Background: an optimization exercise with open tools, aiming at small area and a short achievable clock period. Do not read the settings as production practice. No run shown here included a check of the RTL's function; only the layout flow was run.

==> flow/design.v (outline; a module is shown in full before it is edited, if it fits) <==
// module DCT_Tree: 1470 lines
// module DCT_FA: 4 lines
// module DCT_HA: 4 lines
// module DCT_Final: 19 lines
// module DCT_Custom_Instruction: 88 lines
module DCT_Custom_Instruction(clk,
                              reset,
                              dataa,
                              n,
                              clk_en,
                              start,
                              done,
                              result);
  // ...
==> flow/run.sh <==
#!/bin/bash
# synth_recipe.tcl (not shown) runs the flow's synth.tcl, then flattens the netlist and writes it again
# the make line also repeats each setting of config.mk as NAME=value (left out here)
make -C /OpenROAD-flow-scripts/flow DESIGN_CONFIG=/design/flow/config.mk WORK_HOME=/design/flow/orfs CLKGATE_MAP_FILE= SYNTH_SCRIPT=/design/flow/synth_recipe.tcl finish
==> flow/config.mk <==
export PLATFORM = sky130hd
export DESIGN_NAME = DCT_Custom_Instruction
export DESIGN_NICKNAME = DCT_Custom_Instruction
export VERILOG_FILES = /design/flow/design.v
export SDC_FILE = /design/flow/constraint.sdc
export NUM_CORES = 4
export LEC_CHECK = 0
export CAP_MARGIN = 20
export CORE_MARGIN = 2
export CORE_UTILIZATION = 40
export SLEW_MARGIN = 20
==> flow/constraint.sdc <==
create_clock -name core_clock -period 16.0 [get_ports {clk}]
set_input_delay 3.2000 -clock core_clock [delete_from_list [all_inputs] [get_ports {clk}]]
set_output_delay 3.2000 -clock core_clock [all_outputs]
set_load 0.01 [all_outputs]
==> results.sh, run 1 <==
export IMPL_h_tree_depth=2
export IMPL_nFillCells=10110
export IMPL_stdcell_area_mm2=0.04580
export IMPL_grt_pass1_wl_um=219900
export IMPL_overflow=0
export IMPL_grt_setup_unrepaired="no"
export IMPL_synthAdderAreaFrac_pct=28.76
export IMPL_n_all_inverters=651
export IMPL_startpoint="n[0]"
export IMPL_place_gp_congestion=0.9859
export IMPL_post_route_drc_count=0
export IMPL_viasPerCell=5.813
export IMPL_ys_flop_type="dfrtp_1"
export IMPL_core_mm2=0.1038
export IMPL_syn_inst=4648
export IMPL_clockRootBuffer="clkbuf_16"
export IMPL_drive_above_1_share_pct=7.141
export IMPL_start_kind="primary input"
export IMPL_cp_max_fo=40
export IMPL_worst_path_stages=21
export IMPL_grt_usage_pct=27.24
export IMPL_drtPass1Iterations=7
export IMPL_multiInputGateArea_mm2=0.02964
export IMPL_synth_edff_count=0
export IMPL_cts_post_setup_buffers_inserted=0
export IMPL_fin_ws_ns=6.427
export IMPL_synthMuxAreaShare_pct=5.874
export IMPL_synth_cell_types=95
export IMPL_buffers=122
export IMPL_rows=118
export IMPL_worst_slew_pin_slew_ns=1.253
export IMPL_min_period_over_period_pct=59.83
export IMPL_met3WireLength_um=18230
export IMPL_holdWs_ns=0.4828
export IMPL_wl_met1_um=65360
export IMPL_clockNetworkAreaShare_pct=3.563
export IMPL_hold_class="flip-flop to flip-flop"
export IMPL_finalNonFillerCells=6029
export IMPL_grt_busiest_layer="met1"
export IMPL_status="timing/DRC/antenna clean"
export IMPL_met2WireLength_um=60810
==> inputs of run 2 (changes only) <==
--- a/flow/config.mk
+++ b/flow/config.mk
@@ -9,3 +9,5 @@
 export CORE_MARGIN = 2
 export CORE_UTILIZATION = 40
 export SLEW_MARGIN = 20
+export SYNTH_HIERARCHICAL = 1
+export SYNTH_MINIMUM_KEEP_SIZE = 0
==> run 2 against run 1 <==
Still clean on timing, DRC and antenna. Non-clock buffer count down 20. Global-route usage down 3.3 points. Clock skew up 0.011 ns. First-iteration DRC count down 26%. Register-to-register slack worse by 0.12 ns. Routed wire length down 12%.
==> results.sh, run 2 <==
export IMPL_num_vias=31080
export IMPL_slowest_delay_ns=0.73
export IMPL_core_mm2=0.1051
export IMPL_drtPass1Iterations=9
export IMPL_overflow=0
export IMPL_grt_pass1_wl_um=197000
export IMPL_drtIter0Drc=3195
export IMPL_max_freq_mhz=103.7
export IMPL_dp_hpwl_um=104300
export IMPL_finalNonFillerCells=5285
export IMPL_grt_pass1_vias=31300
export IMPL_syn_area_mm2=0.04234
export IMPL_multiInputGateArea_mm2=0.02986
export IMPL_cap_violations=0
export IMPL_worstPathArrival_ns=10.14
export IMPL_wl_per_cell_um=24.67
export IMPL_cts_post_setup_buffers_inserted=0
export IMPL_n_antenna_cell=0
export IMPL_area_delta_synth_final_pct=5.503
export IMPL_place_gp_congestion=0.9376
export IMPL_drive_above_1_share_pct=12.04
export IMPL_portBuffers=73
export IMPL_dpl_cell_area_mm2=0.04308
export IMPL_final_cell_mix="fa_1 (523), nand2_1 (356), inv_1 (340)"
export IMPL_worst_slew_pin_slew_ns=0.9686
export IMPL_largest_reg_flops=128
export IMPL_fin_worst_skew_ns=0.03153
export IMPL_worst_path_stages=19
export IMPL_stdcell_area_mm2=0.04467
export IMPL_clk_pin_slew_ns=0.06
export IMPL_final_core_util_pct=42.49
export IMPL_syn_inst=4071
export IMPL_crit_slowest_cell="buf_4"
export IMPL_worstSetupPathType="primary input to flip-flop"
export IMPL_cts_resized=0
export IMPL_die_w_um=329.3
export IMPL_grt_usage_pct=23.96
export IMPL_hold_viol_final=0
export IMPL_antenna_left=0
export IMPL_hold_buffers=0
export IMPL_numCtsBuffers=42
export IMPL_place_inst=5206
export IMPL_start_util_pct=40.28
export IMPL_startpoint="n[2]"
export IMPL_crit_path_end="x0[30]"
export IMPL_layout_commonest_cell="fa_1"
export IMPL_post_route_drc_count=0
export IMPL_clockRootBuffer="clkbuf_16"
export IMPL_start_kind="primary input"
export IMPL_synth_avg_cell_area_um2=10.40
export IMPL_rows=119
export IMPL_reg2regPathDepth=18
export IMPL_tns_ns=0
export IMPL_setup_viol=0
export IMPL_post_place_ws_ns=5.742
export IMPL_r2r_start="y5[2]"
export IMPL_min_period_over_period_pct=60.27
export IMPL_viasPerCell=5.880
export IMPL_hold_class="flip-flop to flip-flop"
export IMPL_regMostFlops="pr"
export IMPL_clkLatencyLatePin_ns=0.62
export IMPL_wl_um=130400
export IMPL_rr_endpoint="pr[29]"
export IMPL_die_area_mm2=0.1085
export IMPL_grt_setup_unrepaired="no"
export IMPL_fin_ws_ns=6.357
export IMPL_nFillCells=10160
export IMPL_ioPinCount=74
export IMPL_cp_max_fo=57
export IMPL_nNetsFinal=4591
export IMPL_path_delay_family="buffers and inverters"
export IMPL_r2r_slack_ns=9.17
export IMPL_layout_min_cycle_time_ns=9.643
export IMPL_antenna_found_initial=3
export IMPL_crit_path_end_kind="flip-flop"
export IMPL_crit_top_cell="buf_4"
export IMPL_critical_path_buf_inv_count=4
export IMPL_register_area_mm2=0.009236
export IMPL_clock_path_buffers=3
export IMPL_slew_headroom_pct=35.42
export IMPL_status="timing/DRC/antenna clean"
export IMPL_crit_chain="buf_6 > buf_4 > xnor2_2 > buf_4 > buf_4 > mux4_2 > xnor2_1 > fa_1 > ha_1 > a21oi_1 > a21oi_1 > or4_1 > nor3_2 > nor3_1 > nor2_1 > o21ai_1 > a311oi_1 > nor2_1 > mux2_2"
export IMPL_yosysWarningCount=7
export IMPL_required_ns=16.50
export IMPL_cts_tree="yes"
export IMPL_die_y_um=329.3
export IMPL_drv_slew=0
export IMPL_cts_sinks=395
export IMPL_h_tree_depth=2
export IMPL_grt_max_degree=116
export IMPL_holdWs_ns=0.4868
-- run 2: worst min-delay path by stage --
stage                     cells past startpoint  slack [ns]  startpoint      to
final                                         2        0.49      x1[32]  x1[32]
after global routing                          2        0.51      y6[32]  y6[32]
after CTS                                     2        0.49      x3[32]  x3[32]
after detailed placement                      2        0.47      x1[32]  x1[32]
after global placement                        2        0.46      y8[32]  y8[32]
after floorplan                               2        0.44      y7[32]  y7[32]
-- run 2: routing by layer --
metal,global-route usage [%],wire length (µm),vias up
met2,34.30,53650,1455
met4,5.059,2635,4
met5,0,23,-
met3,5.901,13830,147
li1,-,-,13670
met1,36.42,60250,15800
-- run 2: worst register-to-register path: stages (launching register included) --
cell and delay [ns]:
dfrtp_1 0.52, inv_1 0.09, ha_1 0.33, nor2b_1 0.17
o31a_1 0.28, o21ai_1 0.33, o21ai_1 0.24, a211oi_1 0.48
o21ai_1 0.22, a221o_1 0.33, a21oi_1 0.31, xnor2_1 0.23
a22oi_1 0.23, o211ai_1 0.12, a221oi_1 0.74, fa_1 0.58
fa_1 0.52, fa_1 0.58, fa_1 0.42
-- run 2: final cells by class --
| type | instances | area share [%] |
|---|---|---|
| multi-input combinational | 2975 | 66.86 |
| sequential | 395 | 20.68 |
| inverter | 344 | 2.908 |
| clock buffer | 51 | 2.563 |
| timing repair buffer | 102 | 2.171 |
| tap | 1391 | 3.896 |
| clock inverter | 27 | 0.9244 |

-- port drivers added, routing unchanged --
The flow's constraints put no driver on any port. The routed layouts listed below were extracted and timed again, unchanged, in two steps. Step 1 (the two cells are an assumption about what drives the block):
set clk [get_ports {clk}]
set_driving_cell -lib_cell sky130_fd_sc_hd__clkbuf_16 $clk
set_driving_cell -lib_cell sky130_fd_sc_hd__buf_2 [delete_from_list [all_inputs] $clk]
Step 2 times the ports against the registers' clock, not the clock port: input delays grow and output delays shrink by t, the midpoint of the rising clock arrivals with the driver on. Slacks: ideal ports / drivers / drivers and shift; pairs: ideal ports / drivers.
run | shift t [ns] | slack for setup (ns) | latest minus earliest clock arrival (ns) | pins driven straight from the clock port
run 1 | 0.687 | 6.427 / 6.459 / 5.772 | 0.021 / 0.020 | 1
run 2 | 0.663 | 6.357 / 6.378 / 5.714 | 0.032 / 0.031 | 1
After both steps setup and hold are still met in every run listed. The setup slack of run 1, which loses most, moves by +0.032 ns with the drivers and by -0.655 ns with both steps.
